From an optimization exercise on the open Yosys and OpenROAD flow, aimed at small area; shortcuts taken in it are not production practice. Where RTL was checked, it was by simulation tests only, not by an equivalence proof against the original. Power is estimated from default activity; no workload was simulated.

==> job 7806 <==
## HandwashSensor
module HandwashSensor(
    input clk,
    input reset,
    input acceptLeftHandDistance,
    input [15:0] leftHandDistance,
    input acceptLeftHandGain,
    input [7:0] leftHandGain,
    input acceptRightHandDistance,
    input [15:0] rightHandDistance,
    input acceptRightHandGain,
    input [7:0] rightHandGain,
    output waterOn
);
export LEC_CHECK = 0
export CAP_MARGIN = 20
export CORE_MARGIN = 2
export CORE_UTILIZATION = 40
export GPL_TIMING_DRIVEN = 0
export SLEW_MARGIN = 20
create_clock -name core_clock -period 7.0 [get_ports {clk}]
standard.sh (not shown) runs the stock make flow with config.mk's settings and CLKGATE_MAP_FILE= SYNTH_SCRIPT=/design/flow/synth_recipe.tcl, a recipe that flattens the netlist after the stock synthesis.
==> flow/flow/run.sh <==
#!/bin/bash
# Own layout flow: the standard synthesis, then its combinational logic
# is rebuilt as an explicit gate netlist (flow/mulgen.py, same adder tree as
# the RTL, with inverted partial products so the full adders chain without
# inverters), then the standard layout steps from floorplan to finish.
set -euo pipefail
K=14
RES=orfs/results/${FLOW_PLATFORM}/HandwashSensor/base
LIB=${FLOW_HOME}/platforms/${FLOW_PLATFORM}/lib/sky130_fd_sc_hd__tt_025C_1v80.lib
YOSYS=$(command -v yosys || echo "${FLOW_HOME}/../tools/install/yosys/bin/yosys")

bash standard.sh synth > 1_standard_synth.log 2>&1
cp "$RES/1_2_yosys.v" standard_netlist.v
python3 flow/mulgen.py net "$K" standard_netlist.v net_pre.v > 2_mulgen.log 2>&1
MAP_LIB="$LIB" MAP_IN=net_pre.v MAP_TOP="$FLOW_TOP" MAP_OUT=net_post.v \
  "$YOSYS" -c flow/map.ys.tcl > 3_map_yosys.log 2>&1
cp net_post.v "$RES/1_2_yosys.v"
rm -f "$RES/1_synth.odb" "$RES/1_synth.sdc"
bash standard.sh finish \
  "BUFFER_PORTS_ARGS=-buffer_cell sky130_fd_sc_hd__buf_1" > 4_layout.log 2>&1
Other scripts of this flow, unchanged in this note and not shown: flow/flow/map.ys.tcl, flow/flow/mulgen.py
==> job 2319 (differences from job 7806) <==
--- a/flow/flow/run.sh
+++ b/flow/flow/run.sh
@@ -19,2 +19,4 @@
 bash standard.sh finish \
-  "BUFFER_PORTS_ARGS=-buffer_cell sky130_fd_sc_hd__buf_1" > 4_layout.log 2>&1
+  "BUFFER_PORTS_ARGS=-buffer_cell sky130_fd_sc_hd__buf_1" \
+  "CTS_ARGS=-sink_clustering_enable -repair_clock_nets -dont_use_dummy_load -buf_list sky130_fd_sc_hd__clkbuf_4 sky130_fd_sc_hd__clkbuf_8" \
+  > 4_layout.log 2>&1
==> run notes <==
Status: job 2319 aborted with a tool error; job 7806 finished clean
Failing step: job 2319 clock tree synthesis (4_1_cts); job 7806 -
Placed Instances: job 2319 916; job 7806 916
DP Wirelength: job 2319 13.3 mm; job 7806 13.3 mm
Num rows: job 2319 48; job 7806 48
Post-Syn Area per Cell: job 2319 10.9 sq um; job 7806 10.9 sq um
Initial core utilization: job 2319 40.6%; job 7806 40.6%
Post-placement worst setup slack: job 2319 -0.309 ns; job 7806 -0.309 ns
Warnings from Yosys: job 2319 1; job 7806 1
Syn Nets: job 2319 895; job 7806 895
Die outline height: job 2319 136 microns; job 7806 136 microns
Gate Count Post-Synth: job 2319 637; job 7806 637
Chip Width: job 2319 136 microns; job 7806 136 microns
Top Ports: job 2319 55; job 7806 55
No run of this note included a check of the RTL's function; only the layout flow was run.

* * *

==> yarrow: inputs <==
Another version of the RTL of HandwashSensor (not shown whole).
clock: 7.0 ns
lec_check: 0
cap_margin: 20
core_margin: 2
core_utilization: 40
gpl_timing_driven: 0
slew_margin: 20
==> flow/flow/run.sh <==
#!/bin/bash
# Own layout flow: the standard synthesis, then its combinational logic
# is rebuilt as an explicit gate netlist (flow/mulgen.py: the same adder
# tree as the RTL, with inverted partial products so the full adders chain
# without inverters, and carry-selected test flags), then the standard
# layout steps from floorplan to finish, with buf_1 port buffers and a
# clock tree of clkbuf_4/clkbuf_8 without dummy loads.
set -euo pipefail
BOUNDS=11,16
RES=orfs/results/${FLOW_PLATFORM}/HandwashSensor/base
LIB=${FLOW_HOME}/platforms/${FLOW_PLATFORM}/lib/sky130_fd_sc_hd__tt_025C_1v80.lib
YOSYS=$(command -v yosys || echo "${FLOW_HOME}/../tools/install/yosys/bin/yosys")

bash standard.sh synth > 1_standard_synth.log 2>&1
cp "$RES/1_2_yosys.v" standard_netlist.v
python3 flow/mulgen.py net "$BOUNDS" standard_netlist.v net_pre.v > 2_mulgen.log 2>&1
MAP_LIB="$LIB" MAP_IN=net_pre.v MAP_TOP="$FLOW_TOP" MAP_OUT=net_post.v \
  "$YOSYS" -c flow/map.ys.tcl > 3_map_yosys.log 2>&1
cp net_post.v "$RES/1_2_yosys.v"
rm -f "$RES/1_synth.odb" "$RES/1_synth.sdc"
bash standard.sh finish \
  "BUFFER_PORTS_ARGS=-buffer_cell sky130_fd_sc_hd__buf_1" \
  "CTS_ARGS=-sink_clustering_enable -repair_clock_nets -dont_use_dummy_load -buf_list {sky130_fd_sc_hd__clkbuf_4 sky130_fd_sc_hd__clkbuf_8}" \
  > 4_layout.log 2>&1
Other scripts of this flow, unchanged in this note and not shown: flow/flow/map.ys.tcl, flow/flow/mulgen.py
==> inputs of zinc, as changes to yarrow <==
--- a/flow/flow/run.sh
+++ b/flow/flow/run.sh
@@ -22,3 +22,3 @@
   "BUFFER_PORTS_ARGS=-buffer_cell sky130_fd_sc_hd__buf_1" \
-  "CTS_ARGS=-sink_clustering_enable -repair_clock_nets -dont_use_dummy_load -buf_list {sky130_fd_sc_hd__clkbuf_4 sky130_fd_sc_hd__clkbuf_8}" \
+  "CTS_ARGS=-sink_clustering_enable -repair_clock_nets -dont_use_dummy_load -sink_clustering_size 50 -sink_clustering_max_diameter 300 -buf_list {sky130_fd_sc_hd__clkbuf_16}" \
   > 4_layout.log 2>&1
==> qor summary <==
| quantity | yarrow | zinc |
|---|---|---|
| Worst relative slew slack | 34.67% | 34.49% |
| Area growth from synthesis to final layout | 8.008% | 8.782% |
| Total area of sequential cells | 987.2 sq um | 985.9 sq um |
| Result of the run | complete, no violations | complete, no violations |
| Combinational power | 0.231 mW | 0.230 mW |
| Final non-clock buffer share | 2.640% | 2.621% |
| Total via count in the routed design | 5182 | 5192 |
| Total Routed Length | 16990 um | 17000 um |
| Number of global-route vias before repair | 5912 | 5898 |
| Fraction of met2 tracks used by global routing | 34.33% | 34.47% |
| Final Critical Period | 6.741 ns | 6.745 ns |
| Ratio of cells with drive above 1 in the final layout | 1.947% | 1.808% |
| Met1 routing resource usage after global routing | 26.34% | 26.42% |
| Overall Global Routing Usage | 19.88% | 19.82% |
| P_sw | 0.2882 mW | 0.2948 mW |
| Power in the clock group | 0.168 mW | 0.236 mW |
| Worst-case register-to-register setup slack | 0.26 ns | 0.25 ns |
| Wire length of the first global-routing pass | 28970 um | 28950 um |

==> re-timing with driven ports <==
In the flow no input, the clock included, has a driving cell. The finished layouts below were timed again as built, in two steps.
Step 1 (the two cells are an assumption about what drives the block):
set clk [get_ports {clk}]
set_driving_cell -lib_cell sky130_fd_sc_hd__clkbuf_16 $clk
set_driving_cell -lib_cell sky130_fd_sc_hd__buf_2 [delete_from_list [all_inputs] $clk]
Step 2 adds t to the input delays and takes it off the output delays; t is the mean of the earliest and latest rising clock arrival at the registers after step 1. Input paths then give back, and output paths get back, about the clock's delay inside the block.
a / b / c = ideal ports / drivers / drivers and shift; a / b = the first two.
| run | t (ns) | setup slack, ns | hold WS [ns] | worst data-port slew with drivers (ns) | cell pins on the clock port's net |
|---|---|---|---|---|---|
| job 7806 | 0.342 | 0.277 / 0.277 / 0.277 | 0.557 / 0.557 / 0.557 | 0.05 | 1 |
| yarrow | 0.353 | 0.259 / 0.259 / 0.259 | 0.673 / 0.673 / 0.673 | 0.06 | 1 |
| zinc | 0.334 | 0.255 / 0.255 / 0.255 | 0.671 / 0.671 / 0.671 | 0.06 | 1 |
After both steps every run listed still meets setup and hold.
